This is an optimization exercise on Yosys and OpenROAD, whose aim is small area, not a production implementation.
Where RTL was checked, it was by simulation tests only, not by an equivalence proof against the original.

==> inputs of run a <==
## cpu
module cpu (
  input  wire        clk,
  input  wire        reset,
  input  wire [31:0] mem_rdata,
  output wire [31:0] mem_addr,
  output wire [31:0] mem_wdata,
  output wire        mem_we
);
  localparam [4:0]
    S_RST  = 5'd0,  S_RST2 = 5'd1,
    S_F1   = 5'd2,  S_F2   = 5'd3,  S_F3  = 5'd4,  S_F4  = 5'd5,
    S_I0   = 5'd6,
    S_AD1  = 5'd7,  S_AD2  = 5'd8,  S_PREX = 5'd9,
    S_EXA  = 5'd10, S_EXB  = 5'd11, S_EXC = 5'd12,
    S_W1   = 5'd13, S_P1   = 5'd14,
    S_XC1  = 5'd15, S_XC2  = 5'd16,
    S_SH1  = 5'd17, S_SH2  = 5'd18, S_SH3 = 5'd19,
    S_MD   = 5'd20, S_MDL  = 5'd21,
    S_CB1  = 5'd22, S_CB2  = 5'd23,
    S_L1   = 5'd24, S_L2   = 5'd25, S_L3  = 5'd26,
    S_SW1  = 5'd27, S_SR4  = 5'd28, S_SR5 = 5'd29;
  reg  [4:0]  state;
  reg  [4:0]  cnt;
  reg  [1:0]  exv;        
  reg         taken;      
  reg         bq;         
  reg  [31:0] PC, EPC, IR, B, HI, LO;
  wire rst = reset | (state == S_RST);
  wire [5:0] op = IR[31:26];
  wire [5:0] fn = IR[5:0];
  wire [4:0] rs = IR[25:21];
  wire [4:0] rt = IR[20:16];
  wire [4:0] rd = IR[15:11];
  wire       r  = (op == 6'h00);
  wire i_add   = r & (fn == 6'h20);
  wire i_and   = r & (fn == 6'h24);
  wire i_div   = r & (fn == 6'h1a);
  wire i_mult  = r & (fn == 6'h18);
  wire i_jr    = r & (fn == 6'h08);
  wire i_mfhi  = r & (fn == 6'h10);
  wire i_mflo  = r & (fn == 6'h12);
  wire i_sll   = r & (fn == 6'h00);
  wire i_sllv  = r & (fn == 6'h04);
  wire i_slt   = r & (fn == 6'h2a);
  wire i_sra   = r & (fn == 6'h03);
  wire i_srav  = r & (fn == 6'h07);
  wire i_srl   = r & (fn == 6'h02);
  wire i_sub   = r & (fn == 6'h22);
  wire i_break = r & (fn == 6'h0d);
  wire i_rte   = r & (fn == 6'h13);
  wire i_xchg  = r & (fn == 6'h05);
  wire i_addi  = (op == 6'h08);
  wire i_addiu = (op == 6'h09);
  wire i_br    = (op[5:2] == 4'b0001);           
  wire i_sram  = (op == 6'h01);
  wire i_lb    = (op == 6'h20);
  wire i_lh    = (op == 6'h21);
  wire i_lui   = (op == 6'h0f);
  wire i_lw    = (op == 6'h23);
  wire i_sb    = (op == 6'h28);
  wire i_sh    = (op == 6'h29);
  wire i_slti  = (op == 6'h0a);
  wire i_sw    = (op == 6'h2b);
  wire i_j     = (op == 6'h02);
  wire i_jal   = (op == 6'h03);
  wire d_ad  = i_add | i_sub | i_addi;
  ...
make LEC_CHECK=0 CAP_MARGIN=20 CORE_MARGIN=2 CORE_UTILIZATION=40 SLEW_MARGIN=20 finish   # period 20.0 ns
run.sh (not shown) runs the stock make flow with config.mk's settings and CLKGATE_MAP_FILE= SYNTH_SCRIPT=/design/flow/synth_recipe.tcl, a recipe that flattens the netlist after the stock synthesis.
==> run b (differences from run a) <==
--- a/flow/design.v
+++ b/flow/design.v
@@ -16,11 +16,11 @@
     S_XC1  = 5'd15, S_XC2  = 5'd16,
     S_SH1  = 5'd17, S_SH2  = 5'd18, S_SH3 = 5'd19,
     S_MD   = 5'd20, S_MDL  = 5'd21,
     S_CB1  = 5'd22, S_CB2  = 5'd23,
     S_L1   = 5'd24, S_L2   = 5'd25, S_L3  = 5'd26,
-    S_SW1  = 5'd27, S_SR4  = 5'd28, S_SR5 = 5'd29;
+    S_SW1  = 5'd27, S_SR4  = 5'd28, S_SR5 = 5'd29, S_F1S = 5'd30;
   reg  [4:0]  state;
   reg  [4:0]  cnt;
   reg  [1:0]  exv;        
   reg         taken;      
   reg         bq;         
@@ -68,11 +68,12 @@
   wire d_md  = i_div | i_mult;
   wire d_p1  = i_jr | i_break | i_rte;
   wire d_sh  = i_sll | i_sllv | i_sra | i_srav | i_srl;
   wire d_mem = i_sram | i_lb | i_lh | i_lw | i_sb | i_sh;
   reg  [31:0] rf [0:31];
-  wire [4:0]  raddr = (state == S_F4) ? rt : rs;
+  wire        i_shv = i_sllv | i_srav;
+  wire [4:0]  raddr = (((state == S_F4) & ~i_shv) | ((state == S_SH3) & i_shv)) ? rt : rs;
   reg  [31:0] A;
   integer ri;
   always @(*) begin
     A = 32'b0;
     for (ri = 0; ri < 32; ri = ri + 1)
@@ -97,16 +98,15 @@
       3'd3:    ain = HI;
       3'd4:    ain = {HI[30:0], LO[31] ^ sA};
       default: ain = 32'b0;
     endcase
     case (bsel)
-      3'd1:    bin = B;
+      3'd1:    bin = Bsh;
       3'd2:    bin = 32'd4;
       3'd3:    bin = sext;
       3'd4:    bin = {sext[29:0], 2'b00};
       3'd5:    bin = LO;
-      3'd6:    bin = HI;
       3'd7:    bin = {IR[15:0], 16'b0};
       default: bin = {24'b0, b227, b227, b227, 3'b000, b227, b227};
     endcase
   end
   wire [31:0] bx  = bin ^ {32{inv}};
@@ -132,11 +132,11 @@
       S_W1: begin
         if (i_and | i_slt) bsel = 3'd1;
         if (i_slt | i_slti) begin inv = 1'b1; cin = 1'b1; end
         andop = i_and;
         if (i_jal) begin asel = 3'd2; bsel = 3'd0; end
-        if (i_mfhi) begin asel = 3'd0; bsel = 3'd6; end
+        if (i_mfhi) begin asel = 3'd3; bsel = 3'd0; end
         if (i_mflo) begin asel = 3'd0; bsel = 3'd5; end
         if (i_lui)  begin asel = 3'd0; bsel = 3'd7; end
       end
       S_P1: begin
         if (i_break) begin asel = 3'd2; bsel = 3'd2; inv = 1'b1; cin = 1'b1; end
@@ -156,53 +156,54 @@
         asel = 3'd0; bsel = 3'd5; inv = is_div & (sA ^ sB); cin = inv;
       end
       S_CB1: begin bsel = 3'd1; inv = 1'b1; cin = 1'b1; end
       S_CB2: begin asel = 3'd2; bsel = 3'd4; end
       S_RST2: begin asel = 3'd0; bsel = 3'd0; b227 = 1'b1; end
+      S_SH3, S_F1S: begin asel = 3'd0; bsel = 3'd1; end
       default: ;
     endcase
   end
-  wire        sh_v   = (state == S_SH3) & fn[2];        
-  wire [31:0] sh_src = sh_v ? A : B;
-  wire [4:0]  sh_amt = (state == S_SR5) ? mem_rdata[4:0] : (fn[2] ? B[4:0] : IR[10:6]);
+  wire        sh_on    = (state == S_SH3) | (state == S_F1S);
+  wire [4:0]  sh_amt   = ~sh_on ? 5'd0 :
+                         (state == S_F1S) ? mem_rdata[4:0] :
+                         fn[2] ? A[4:0] : IR[10:6];
   wire        sh_left  = (state == S_SH3) & ~fn[1];
-  wire        sh_arith = (state == S_SR5) | fn[0];
-  reg  [31:0] sh_x, sh_out;
-  wire [31:0] sh_y;
+  wire        sh_fill  = ((state == S_F1S) | fn[0]) & ~sh_left & B[31];
+  wire [4:0]  rot = sh_left ? (5'd0 - sh_amt) : sh_amt;
+  wire [31:0] r0 = rot[0] ? {B[0], B[31:1]} : B;
+  wire [31:0] r1 = rot[1] ? {r0[1:0], r0[31:2]} : r0;
+  wire [31:0] r2 = rot[2] ? {r1[3:0], r1[31:4]} : r1;
+  wire [31:0] r3 = rot[3] ? {r2[7:0], r2[31:8]} : r2;
+  wire [31:0] r4 = rot[4] ? {r3[15:0], r3[31:16]} : r3;
+  reg  [31:0] Bsh;
   integer k;
   always @(*) begin
     for (k = 0; k < 32; k = k + 1)
-      sh_x[k] = sh_left ? sh_src[31-k] : sh_src[k];
-  end
-  assign sh_y = $signed({sh_arith & ~sh_left & sh_src[31], sh_x}) >>> sh_amt;
-  always @(*) begin
-    for (k = 0; k < 32; k = k + 1)
-      sh_out[k] = sh_left ? sh_y[31-k] : sh_y[k];
+      Bsh[k] = (sh_left ? (k >= sh_amt) : ({1'b0, sh_amt} <= 6'd31 - k)) ? r4[k] : sh_fill;
   end
   wire w1_write = (state == S_W1) & ~i_j;
   wire ld_write = (state == S_L3) & ~op[3] & op[5];       
   wire rf_we = (state == S_RST2) | (state == S_AD1) | w1_write | (state == S_XC1) |
-               (state == S_XC2) | (state == S_SH3) | ld_write | (state == S_SR5);
+               (state == S_XC2) | (state == S_SH3) | ld_write | (state == S_F1S);
   wire [4:0] waddr = (state == S_RST2) ? 5'd29 :
                      ((state == S_W1) & i_jal) ? 5'd31 :
                      (state == S_XC2) ? rs :
                      (r & (state != S_XC1)) ? rd : rt;
   wire [31:0] ld_data = {op[1] ? mem_rdata[31:16] : 16'b0,
                          op[0] ? mem_rdata[15:8]  : 8'b0,
                          mem_rdata[7:0]};
-  wire [31:0] wdata = ((state == S_SH3) | (state == S_SR5)) ? sh_out :
-                      (state == S_L3) ? ld_data :
+  wire [31:0] wdata = (state == S_L3) ? ld_data :
                       ((state == S_W1) & (i_slt | i_slti)) ? {31'b0, lt} :
                       alu;
   wire [31:0] wdata_r = wdata & {32{~rst}};
   integer i;
   always @(posedge clk) begin
     for (i = 0; i < 32; i = i + 1)
       if (rst | (rf_we & (waddr == i)))
         rf[i] <= wdata_r;
   end
-  wire addr_pc  = (state == S_F1) | (state == S_F2) | (state == S_F3) | (state == S_F4) |
+  wire addr_pc  = (state == S_F1) | (state == S_F1S) | (state == S_F2) | (state == S_F3) | (state == S_F4) |
                   (state == S_I0) | (state == S_P1);
   wire addr_alu = (state == S_L1) | (state == S_L2) | (state == S_L3) | (state == S_SW1) |
                   (state == S_SR4) | (state == S_SR5);
   wire exab = (state == S_EXA) | (state == S_EXB);
   assign mem_addr = addr_pc  ? PC :
@@ -323,11 +324,12 @@
         S_L1:   state <= S_L2;
         S_L2:   state <= S_L3;
         S_L3:   state <= op[5] ? S_F1 : S_SR4;
         S_SW1:  state <= S_F1;
         S_SR4:  state <= S_SR5;
-        S_SR5:  state <= S_F1;
+        S_SR5:  state <= S_F1S;
+        S_F1S:  state <= S_F2;
         default: state <= S_RST;
       endcase
     end
   end
 endmodule
- CAP_MARGIN: 20 -> 0
- CORE_UTILIZATION: 40 -> 70
- GPL_TIMING_DRIVEN: unset -> 0
- SLEW_MARGIN: 20 -> 0
==> qor summary <==
Final HPWL from detailed placement: run a 170300 um; run b 189100 um
Final GP Congestion: run a 1.043; run b 1.193
Register area share after synthesis: run a 0.5886; run b 0.6136
Number of rows created at floorplan: run a 142; run b 105
Share of the synthesized area in compound gates (AO/OA/AOI/OAI): run a 0.2215; run b 0.1880
PortBufs: run a 98; run b 97
Share of the synthesized netlist area taken by xor and xnor gates: run a 0.01014; run b 0.009964
CTS Buf Count: run a 134; run b 113
Post-Synth Simple-Gate Area: run a 0.1031; run b 0.1041
Share of the synthesized area in the top cell type: run a 0.5442; run b 0.5673
Library cells used by synthesis: run a 108; run b 113
Synth Net Count: run a 5469; run b 4873
Post-placement setup slack: run a 4767 ps; run b -784.9 ps
Total standard cell area after synthesis: run a 60470 um^2; run b 58010 um^2
Syn avg cell area: run a 11.21 um^2; run b 12.10 um^2
Status: run a complete, no violations; run b aborted with a tool error
Last stage reached: run a -; run b global routing
Die height: run a 392.8 um; run b 291.9 um
Number of buffers inserted by post-CTS setup repair: run a 0; run b 1
Synthesized netlist cell count: run a 5397; run b 4795
Portion of netlist area occupied by mux cells: run a 0.03281; run b 0.04475
Cts repair resizes: run a 0; run b 8
Adder-cell area share of the yosys netlist: run a 0.008235; run b 0.01005
Deepest level of the CTS H-tree: run a 4; run b 3
Dpl cells: run a 7300; run b 6031
Initial core utilization: run a 0.4033; run b 0.7065
DIE WIDTH: run a 392.8 um; run b 291.9 um
Total cell area at the placement stage: run a 65080 um^2; run b 62100 um^2
For run b, only the layout was checked, not whether the RTL still works.

separate check: timing with driven ports:
No port has a modelled driver above. Below, the same layout with a new extraction and two added sets of constraints.
Step 1, drivers: a clkbuf_16 drives clk and a buf_2 each remaining input, both assumed.
Step 2, shift: input delay + t, output delay - t, t = (earliest + latest rising clock arrival at the registers) / 2. This alone moves slack from input paths to output paths.
a / b / c = ideal / step 1 / step 2; a / b = the first two.
run: run a
shift t [ns]: 0.841
slack for setup (ns): 3.605 / 3.527 / 4.368
latest minus earliest clock arrival (ns): 0.052 / 0.051
After both steps setup and hold are still met in run a. The setup slack of run a moves by -0.078 ns with the drivers and by +0.763 ns with both steps.
